This design comes from an exercise in tuning for small area, a short achievable clock period and few clock cycles per item on the open sky130 flow, not from production work. In this exercise RTL edits were held to simulation tests only and were not proved equivalent to the original. Power figures rest on the tool's default switching activity, not on a simulated workload.

job 101:
// multdiv
module multdiv(data_operandA, data_operandB, ctrl_MULT, ctrl_DIV, clock, reset,
               data_result, data_exception, data_resultRDY);
    input [31:0] data_operandA, data_operandB;
    input ctrl_MULT, ctrl_DIV, clock, reset;
    output [31:0] data_result;
    output data_exception, data_resultRDY;
    reg st_first, st_mul, st_div, st_inc, done;
    reg mult, neg, prev, bzero, zres, big;
    reg [4:0] cnt, lB;
    reg [5:0] lA;
    reg [33:0] x, y;
    reg [31:0] z;
    reg s_y, s_2y, sub, cin, azero;
    wire start = ctrl_MULT | ctrl_DIV;
    function [5:0] slen;
        input [31:0] v;
        reg [31:0] hi;
        integer i;
        begin
            hi[31] = 1'b0;
            for (i = 30; i >= 0; i = i - 1)
                hi[i] = hi[i+1] | v[i+1];
            slen = 6'd0;
            for (i = 0; i < 32; i = i + 1)
                slen = slen | ((v[i] & ~hi[i]) ? i + 1 : 0);
        end
    endfunction
    wire sa = data_operandA[31], sb = data_operandB[31];
    wire [30:0] nA = data_operandA[30:0] ^ {31{sa}};
    wire [30:0] nB = data_operandB[30:0] ^ {31{sb}};
    wire [5:0] lA_in = slen((ctrl_DIV & sa) ? {nA, 1'b1} : {1'b0, nA});
    wire [5:0] lB_in = slen({1'b0, nB[30:1], nB[0] | ctrl_DIV});
    wire ys = y[33], zs = z[31];
    wire zlong = mult & ({1'b0, lB} > lA);
    wire bz = ~|z;
    wire [5:0] sdiff = lA - {1'b0, lB};
    wire dzero = bz | sdiff[5];
    wire [4:0] shamt = mult ? 5'd0 : sdiff[4:0];
    wire [33:0] opb = ({34{s_y}} & y) | ({34{s_2y}} & {y[32:0], 1'b0});
  ...
Settings: LEC_CHECK=0, CAP_MARGIN=10, CORE_MARGIN=2, CORE_UTILIZATION=40, CTS_BUF_LIST=sky130_fd_sc_hd__clkbuf_4 sky130_fd_sc_hd__clkbuf_8, CTS_CLUSTER_SIZE=24, SETUP_SLACK_MARGIN=2.3, SLEW_MARGIN=10; clock period 6.0 ns.
standard.sh (not shown) runs the stock make flow with config.mk's settings and CLKGATE_MAP_FILE= SYNTH_SCRIPT=/design/flow/synth_recipe.tcl, a recipe that flattens the netlist after the stock synthesis.
==> flow/flow/run.sh <==
#!/bin/bash
# Standard layout, with the ports buffered by a small plain buffer instead
# of the delay cell buffer_ports picks by default.
set -euo pipefail
bash standard.sh "BUFFER_PORTS_ARGS=-buffer_cell sky130_fd_sc_hd__buf_1" finish > standard.log 2>&1
Job 101 went all the way through the flow, and no timing, DRC or antenna check failed.
Testbench counts of job 101, summed over its fixed seeds: cycles 28,660, ops 3,200.
What job 102 does differently from job 101 at the input level:
- CTS_CLUSTER_SIZE changed from 24 to 32
- SLEW_MARGIN changed from 10 to 20
- CTS_CLUSTER_DIAMETER newly set to 60
- GPL_ROUTABILITY_DRIVEN newly set to 0
- CAP_MARGIN changed from 10 to 20
==> flow/flow/run.sh <==
#!/bin/bash
# Standard layout, with the ports buffered by a small plain buffer instead
# of the delay cell buffer_ports picks by default.
set -euo pipefail
bash standard.sh "BUFFER_PORTS_ARGS=-buffer_cell sky130_fd_sc_hd__buf_2" finish > standard.log 2>&1
## What came out
Buffer count excluding the clock tree in the final layout of job 102 falls short of that of job 101 by more than 10%.
Job 102 vs job 101: number of fill cells up slightly
Changes observed in job 102 relative to job 101: post-route worst hold slack saw little to no change; number of global-route vias before repair went up about 1%.
Job 102 vs job 101 — HPWL reported at the end of detailed placement rose 230 µm.
Changes observed in job 102 relative to job 101: layout overhead on the synthesized area now sits lower; number of cells on the worst reg-to-reg path now sits higher.
Job 102 vs. job 101: vias per cell now sits lower, wire length now sits at about the same level, final worst-path cycle share now sits lower.
When job 102 is set beside job 101, its overall track demand over capacity in global routing turns out to be 0.34 points larger.
--- input diff job 102..job 103 ---
- CTS_CLUSTER_DIAMETER: 60 -> unset
- GPL_ROUTABILITY_DRIVEN: 0 -> unset
- CTS_CLUSTER_SIZE: 32 -> 24
- CORE_UTILIZATION: 40 -> 55
Notes after the runs:
Compared to job 102, job 103 shows a narrower setup margin. Compared with job 102, in job 103 sequential share of layout area climbed 0.18 points; maximum count of clock buffers along a single path barely changed; cell area dropped 0.71%.


multdiv, a different RTL version from the one above (not shown whole).
Size in the first run: roughly 1500 cells after synthesis, ~130 flip-flops, ~100 I/O pins.
==> flow/config.mk <==
export PLATFORM = sky130hd
export DESIGN_NAME = multdiv
export DESIGN_NICKNAME = multdiv
export VERILOG_FILES = /design/flow/design.v
export SDC_FILE = /design/flow/constraint.sdc
export NUM_CORES = 4
export LEC_CHECK = 0
export CAP_MARGIN = 20
export CORE_MARGIN = 2
export CORE_UTILIZATION = 40
export SLEW_MARGIN = 20
==> flow/constraint.sdc <==
create_clock -name core_clock -period 6.0 [get_ports {clock}]
set_input_delay 1.2000 -clock core_clock [delete_from_list [all_inputs] [get_ports {clock}]]
set_output_delay 1.2000 -clock core_clock [all_outputs]
set_load 0.01 [all_outputs]
run.sh (not shown) runs the stock make flow with config.mk's settings and CLKGATE_MAP_FILE= SYNTH_SCRIPT=/design/flow/synth_recipe.tcl, a recipe that flattens the netlist after the stock synthesis.
Stock flow here: none of the scripts above is used.
The baseline ran to the end with no violations.
Testbench counts at the start, summed over its fixed seeds: cycles 28,877, ops 3,200.
Next try:
==> flow/flow/run.sh (new file) <==
#!/bin/bash
# Standard layout, with the ports buffered by a small plain buffer instead
# of the delay cell buffer_ports picks by default.
set -euo pipefail
bash standard.sh "BUFFER_PORTS_ARGS=-buffer_cell sky130_fd_sc_hd__buf_2" finish > standard.log 2>&1
==> flow/standard.sh (new file) <==
#!/bin/bash
# synth_recipe.tcl (not shown) runs the flow's synth.tcl, then flattens the netlist and writes it again
# the make line also repeats each setting of config.mk as NAME=value (left out here)
make -C /OpenROAD-flow-scripts/flow DESIGN_CONFIG=/design/flow/config.mk WORK_HOME=/design/flow/orfs CLKGATE_MAP_FILE= SYNTH_SCRIPT=/design/flow/synth_recipe.tcl "${@:-finish}"
SETUP_SLACK_MARGIN = 2.6   (was default)
removed: flow/run.sh
Outcome: The new run ran to the end with no violations. Worst setup slack gets better by 1100 ps. Utilization came out higher by 4.5 points. Combinational power came out higher by 23%.
Next try:
==> flow/run.sh (new file) <==
#!/bin/bash
# synth_recipe.tcl (not shown) runs the flow's synth.tcl, then flattens the netlist and writes it again
# the make line also repeats each setting of config.mk as NAME=value (left out here)
make -C /OpenROAD-flow-scripts/flow DESIGN_CONFIG=/design/flow/config.mk WORK_HOME=/design/flow/orfs CLKGATE_MAP_FILE= SYNTH_SCRIPT=/design/flow/synth_recipe.tcl finish
CORE_UTILIZATION = 60   (was 40)
removed: flow/flow/run.sh
removed: flow/standard.sh
The new run completed with no timing, DRC or antenna violations.
Worst setup slack gets worse by 98 ps.
Fmax goes down by 2.6%.
Non-clock buffer count goes up by 8.
Next try:
CORE_UTILIZATION = 40   (was 60)
After rerunning: Core utilization decreases by 26 points. Fmax went up by 5.9%. Routed wire length rose by 2.2%.


RTL: one of the versions met above, not the one the previous note started from.
Size: roughly 130 flip-flops, about 100 I/O pins, roughly 0.012 mm2 of cells after synthesis.
Design multdiv, start of the top module:
module multdiv(data_operandA, data_operandB, ctrl_MULT, ctrl_DIV, clock, reset,
               data_result, data_exception, data_resultRDY);
==> flow/config.mk <==
export PLATFORM = sky130hd
export DESIGN_NAME = multdiv
export DESIGN_NICKNAME = multdiv
export VERILOG_FILES = /design/flow/design.v
export SDC_FILE = /design/flow/constraint.sdc
export NUM_CORES = 4
export LEC_CHECK = 0
export CAP_MARGIN = 20
export CORE_MARGIN = 2
export CORE_UTILIZATION = 40
export CTS_BUF_LIST = sky130_fd_sc_hd__clkbuf_4 sky130_fd_sc_hd__clkbuf_8
export CTS_CLUSTER_SIZE = 24
export GPL_ROUTABILITY_DRIVEN = 0
export SETUP_SLACK_MARGIN = 2.5
export SLEW_MARGIN = 20
==> flow/constraint.sdc <==
create_clock -name core_clock -period 6.0 [get_ports {clock}]
set_input_delay 1.2000 -clock core_clock [delete_from_list [all_inputs] [get_ports {clock}]]
set_output_delay 1.2000 -clock core_clock [all_outputs]
set_load 0.01 [all_outputs]
standard.sh (not shown) runs the stock make flow with config.mk's settings and CLKGATE_MAP_FILE= SYNTH_SCRIPT=/design/flow/synth_recipe.tcl, a recipe that flattens the netlist after the stock synthesis.
==> flow/flow/run.sh <==
#!/bin/bash
# Standard layout, with the ports buffered by a small plain buffer instead
# of the delay cell buffer_ports picks by default.
set -euo pipefail
bash standard.sh "BUFFER_PORTS_ARGS=-buffer_cell sky130_fd_sc_hd__buf_2" finish > standard.log 2>&1
The baseline completed with no timing, DRC or antenna violations.
Testbench counts at the start, summed over its fixed seeds: cycles 28,660, ops 3,200.
Edit:
==> flow/flow/run.sh (replaced) <==
#!/bin/bash
# Standard layout, with the ports buffered by a small plain buffer instead
# of the delay cell buffer_ports picks by default, and gates off the critical
# paths downsized after global routing.
set -euo pipefail
bash standard.sh "BUFFER_PORTS_ARGS=-buffer_cell sky130_fd_sc_hd__buf_2" \
    "POST_GLOBAL_ROUTE_TCL=$(pwd)/flow/recover.tcl" finish > standard.log 2>&1
==> flow/flow/recover.tcl (new file) <==
# After global routing's timing repair: downsize gates off the critical paths
# while keeping the setup margin the repair aimed for.
global_route -start_incremental
repair_timing -recover_power 100 -setup_margin $::env(SETUP_SLACK_MARGIN) -verbose
detailed_placement
global_route -end_incremental
GPL_ROUTABILITY_DRIVEN = not set   (was 0)
SETUP_SLACK_MARGIN = 2.3   (was 2.5)
Result: The changed run reached the layout checks and failed them: max-capacitance violations, max-slew violations. Total power went down by about 3.6%. Core utilization went down by 1.7 points. Global-route usage went up by 0.17 points. Critical path depth went down by 2. Design area went down by about 3.7%.
Edit:
==> flow/flow/run.sh (replaced) <==
#!/bin/bash
# Standard layout, with the ports buffered by a small plain buffer instead
# of the delay cell buffer_ports picks by default.
set -euo pipefail
bash standard.sh "BUFFER_PORTS_ARGS=-buffer_cell sky130_fd_sc_hd__buf_2" finish > standard.log 2>&1
GPL_ROUTABILITY_DRIVEN = 0   (was not set)
removed: flow/flow/recover.tcl
The changed run passed the timing, DRC and antenna checks.
Final cell count decreases by 0.65%.
Utilization climbs by 0.15 points.
Count of clock-buffer cells in the layout shrinks by 1.
Synthesized area does not change.
Worst hold slack gains 5.2 ps.
Via count is about the same.
Worst setup slack improved by 940 ps.
Critical path depth is unchanged.
Final area rises by 0.34%.
Clock power went down by 7.5%.


Another version of the RTL of multdiv (not shown whole).
Size in the first run: ~1600 cells after synthesis, about 130 flip-flops, about 100 I/O pins.
make LEC_CHECK=0 CAP_MARGIN=20 CORE_MARGIN=2 CORE_UTILIZATION=40 SETUP_SLACK_MARGIN=2.0 SLEW_MARGIN=20 finish   # period 6.0 ns
run.sh (not shown) runs the stock make flow with config.mk's settings and CLKGATE_MAP_FILE= SYNTH_SCRIPT=/design/flow/synth_recipe.tcl, a recipe that flattens the netlist after the stock synthesis.
Stock flow here: none of the scripts above is used.
Testbench counts at the start, summed over its fixed seeds: cycles 28,877, ops 3,200.
Next try:
--- a/flow/config.mk
+++ b/flow/config.mk
@@ -11 +10,0 @@
-export SETUP_SLACK_MARGIN = 2.0
Effect: Global-route usage is about the same. Worst setup slack gets worse by 1.2 ns. Utilization falls by 3.9 points. Clock skew stays flat. Flip-flop and latch count stays the same. Final cell count went down by 3.4%. Synthesized cell count stays the same. Worst hold slack improves by 0.0086 ns. Design area came out lower by 7.8%.


The RTL this note starts from:
==> flow/design.v <==
module multdiv(data_operandA, data_operandB, ctrl_MULT, ctrl_DIV, clock, reset,
               data_result, data_exception, data_resultRDY);
    input [31:0] data_operandA, data_operandB;
    input ctrl_MULT, ctrl_DIV, clock, reset;
    output [31:0] data_result;
    output data_exception, data_resultRDY;
    reg st_first, st_mul, st_div, st_inc, done;
    reg mult, neg, prev, bzero, zres, big;
    reg [4:0] cnt, lB;
    reg [5:0] lA;
    reg [33:0] x, y;
    reg [31:0] z;
    reg s_y, s_2y, sub, cin, azero;
    wire start = ctrl_MULT | ctrl_DIV;
    function [5:0] slen;
        input [31:0] v;
        reg [31:0] hi;
        integer i;
        begin
            hi[31] = 1'b0;
            for (i = 30; i >= 0; i = i - 1)
                hi[i] = hi[i+1] | v[i+1];
            slen = 6'd0;
            for (i = 0; i < 32; i = i + 1)
                slen = slen | ((v[i] & ~hi[i]) ? i + 1 : 0);
        end
    endfunction
    wire sa = data_operandA[31], sb = data_operandB[31];
    wire [30:0] nA = data_operandA[30:0] ^ {31{sa}};
    wire [30:0] nB = data_operandB[30:0] ^ {31{sb}};
    wire [5:0] lA_in = slen((ctrl_DIV & sa) ? {nA, 1'b1} : {1'b0, nA});
    wire [5:0] lB_in = slen({1'b0, nB[30:1], nB[0] | ctrl_DIV});
    wire ys = y[33], zs = z[31];
    wire zlong = mult & ({1'b0, lB} > lA);
    wire bz = ~|z;
    wire [5:0] sdiff = lA - {1'b0, lB};
    wire dzero = bz | sdiff[5];
    wire [4:0] shamt = mult ? 5'd0 : sdiff[4:0];
    wire [33:0] opb = ({34{s_y}} & y) | ({34{s_2y}} & {y[32:0], 1'b0});
    wire [33:0] ax = azero ? 34'd0 : x;
    wire [33:0] sum = ax + (opb ^ {34{sub}}) + {33'd0, cin};
    wire qbit = ~sum[33];
    wire mswap = st_first & zlong;          
    wire dfirst = st_first & ~mult;
    wire mlast = (&z[31:1]) | ~|z[31:1];
    wire dlast = cnt == 5'd0;
    wire [31:0] qf = {z[30:0], qbit} ^ {32{neg}};
    wire [33:0] zal = {{2{zs}}, z} << shamt;
    wire [33:0] x_nx = (st_div & dlast)    ? {2'b00, qf} : sum;
    wire [33:0] y_nx = start               ? {{2{sa}}, data_operandA} :
                       st_div              ? {ys, y[33:1]} :
                       (dfirst | mswap)    ? zal : {y[31:0], 2'b00};
    wire [31:0] z_nx = start               ? data_operandB :
                       st_div              ? {z[30:0], qbit} :
                       dfirst              ? 32'd0 :
                       mswap               ? y[31:0] : {{2{zs}}, z[31:2]};
    wire prev_nx = ~start & ~mswap & z[1];
    wire z1n = start ? data_operandB[1] : mswap ? y[1] : z[3];
    wire z0n = start ? data_operandB[0] : mswap ? y[0] : z[2];
    wire pn  = ~start & ~mswap & z[1];
    wire d_one = z0n ^ pn;
    wire d_two = (z1n & ~z0n & ~pn) | (~z1n & z0n & pn);
    wire d_neg = z1n & ~(z0n & pn);
    wire dsub = ~(sum[33] ^ ys);            
    always @(posedge clock) begin
        x <= x_nx;
        y <= y_nx;
        z <= z_nx;
        prev <= prev_nx;
        azero <= start | mswap;
        if (start & ctrl_DIV) begin          
            s_y <= 1'b1; s_2y <= 1'b0; sub <= sa; cin <= sa;
        end else if (dfirst) begin           
            s_y <= 1'b1; s_2y <= 1'b0; sub <= ~zs; cin <= ~zs;
        end else if (st_div & dlast) begin   
            s_y <= 1'b0; s_2y <= 1'b0; sub <= 1'b0; cin <= 1'b1;
        end else if (st_div) begin
            s_y <= 1'b1; s_2y <= 1'b0; sub <= dsub; cin <= dsub;
        end else begin
            s_y <= d_one; s_2y <= d_two; sub <= d_neg; cin <= d_neg;
        end
        if (start) begin
            mult <= ctrl_MULT;
            neg  <= sa ^ sb;
            lA   <= lA_in;
            lB   <= lB_in[4:0];
        end
        if (st_first) begin
            big   <= (lA + {1'b0, lB}) > 6'd33;
            zres  <= dfirst & dzero;
            bzero <= bz;
            cnt   <= sdiff[4:0];
        end else if (st_div)
            cnt <= cnt - 5'd1;
    end
    always @(posedge clock) begin
        if (reset) begin
            st_first <= 1'b0;
            st_mul   <= 1'b0;
            st_div   <= 1'b0;
            st_inc   <= 1'b0;
            done     <= 1'b0;
        end else begin
            st_first <= start;
            st_mul   <= ~start & ((st_first & mult & (zlong | ~mlast)) | (st_mul & ~mlast));
            st_div   <= ~start & ((dfirst & ~dzero) | (st_div & ~dlast));
            st_inc   <= ~start & st_div & dlast & neg;
            done     <= ~start & ((st_first & mult & ~zlong & mlast) | (st_mul & mlast) |
                                  (dfirst & dzero) | (st_div & dlast & ~neg) | st_inc);
        end
    end
    assign data_resultRDY = done;
    assign data_result    = x[31:0] & {32{~zres}};
    assign data_exception = mult ? (big | ~((&x[33:31]) | ~|x[33:31])) : bzero;
endmodule
Settings: LEC_CHECK=0, CAP_MARGIN=20, CORE_MARGIN=2, CORE_UTILIZATION=40, CTS_BUF_LIST=sky130_fd_sc_hd__clkbuf_4 sky130_fd_sc_hd__clkbuf_8, CTS_CLUSTER_SIZE=24, SETUP_SLACK_MARGIN=2.6, SLEW_MARGIN=20; clock period 6.0 ns.
standard.sh (not shown) runs the stock make flow with config.mk's settings and CLKGATE_MAP_FILE= SYNTH_SCRIPT=/design/flow/synth_recipe.tcl, a recipe that flattens the netlist after the stock synthesis.
==> flow/flow/run.sh <==
#!/bin/bash
# Standard layout, with the ports buffered by a small plain buffer instead
# of the delay cell buffer_ports picks by default.
set -euo pipefail
bash standard.sh "BUFFER_PORTS_ARGS=-buffer_cell sky130_fd_sc_hd__buf_2" finish > standard.log 2>&1
Testbench counts at the start, summed over its fixed seeds: cycles 28,877, ops 3,200.
Then changed:
Settings changed: SETUP_SLACK_MARGIN 2.6 to 2.3.
The changed run finished clean; synthesized cell count is unchanged; flip-flop and latch count is unchanged; area after synthesis does not change; final cell count decreases by 1.2%; utilization went down by 2.3 points; global-route usage is lower by 0.41 points.
Then changed:
Settings changed: CTS_BUF_LIST sky130_fd_sc_hd__clkbuf_4 sky130_fd_sc_hd__clkbuf_8 to unset, CTS_CLUSTER_SIZE 24 to unset, SETUP_SLACK_MARGIN 2.3 to 2.6.
Result: The new run finished with timing, DRC and antenna clean. Design area went up by a few percent. Clock skew barely changes. Worst setup slack is better by 120 ps. Non-clock buffer count is higher by 20. Maximum frequency rises by a few percent. Total power is higher by roughly a tenth. Utilization is higher by 2.4 points.
Then changed:
==> flow/run.sh (new file) <==
#!/bin/bash
# synth_recipe.tcl (not shown) runs the flow's synth.tcl, then flattens the netlist and writes it again
# the make line also repeats each setting of config.mk as NAME=value (left out here)
make -C /OpenROAD-flow-scripts/flow DESIGN_CONFIG=/design/flow/config.mk WORK_HOME=/design/flow/orfs CLKGATE_MAP_FILE= SYNTH_SCRIPT=/design/flow/synth_recipe.tcl finish
removed: flow/flow/run.sh
removed: flow/standard.sh
The changed run passed the timing, DRC and antenna checks.
Count of clock-buffer cells in the layout stays the same.
Utilization came out higher by 2.7 points.
Sequential cell count does not change.
Routed wire length climbs by a few percent.
Cell count went up slightly.
Synthesized cell count does not change.
Final area is higher by a few percent.
Die area does not change.
Worst setup slack gets worse by 41 ps.
Sequential power is about the same.
Hold slack gets better by 9.0 ps.

[static timing again, ports no longer ideal]
In the flow no input, the clock included, has a driving cell. The finished layouts below were timed again as built, in two steps.
Step 1 (the two cells are an assumption about what drives the block):
set clk [get_ports {clock}]
set_driving_cell -lib_cell sky130_fd_sc_hd__clkbuf_16 $clk
set_driving_cell -lib_cell sky130_fd_sc_hd__buf_2 [delete_from_list [all_inputs] $clk]
Step 2, shift: input delay + t, output delay - t, t = (earliest + latest rising clock arrival at the registers) / 2. This alone moves slack from input paths to output paths.
a / b / c = ideal ports / drivers / drivers and shift; a / b = the first two.
run | t (ns) | setup slack, ns | worst setup path after step 2
job 101 | 0.497 | 2.416 / 2.416 / 2.050 | input to register
job 102 | 0.513 | 2.453 / 2.453 / 2.111 | input to register
job 103 | 0.530 | 2.438 / 2.438 / 2.049 | input to register
the first run of note 2 | 0.489 | 1.203 / 1.203 / 0.938 | input to register
the second run of note 2 | 0.479 | 2.327 / 2.327 / 2.085 | input to register
the third run of note 2 | 0.481 | 2.228 / 2.228 / 1.991 | input to register
the fourth run of note 2 | 0.480 | 2.440 / 2.440 / 2.021 | input to register
the first run of note 3 | 0.508 | 2.585 / 2.585 / 2.162 | input to register
the second run of note 3 | 0.506 | 1.510 / 1.510 / 1.071 | input to register
the third run of note 3 | 0.513 | 2.453 / 2.453 / 2.111 | input to register
the first run of note 4 | 0.485 | 2.002 / 2.002 / 1.658 | input to register
the second run of note 4 | 0.478 | 0.793 / 0.793 / 0.793 | register to register
the first run of note 5 | 0.520 | 2.558 / 2.558 / 2.227 | input to register
the second run of note 5 | 0.499 | 2.439 / 2.439 / 1.996 | input to register
the third run of note 5 | 0.481 | 2.557 / 2.557 / 2.328 | input to register
the fourth run of note 5 | 0.478 | 2.517 / 2.517 / 2.266 | input to register
The setup slack of the second run of note 5, which loses most, moves by 0.000 ns with the drivers and by -0.443 ns with both steps.
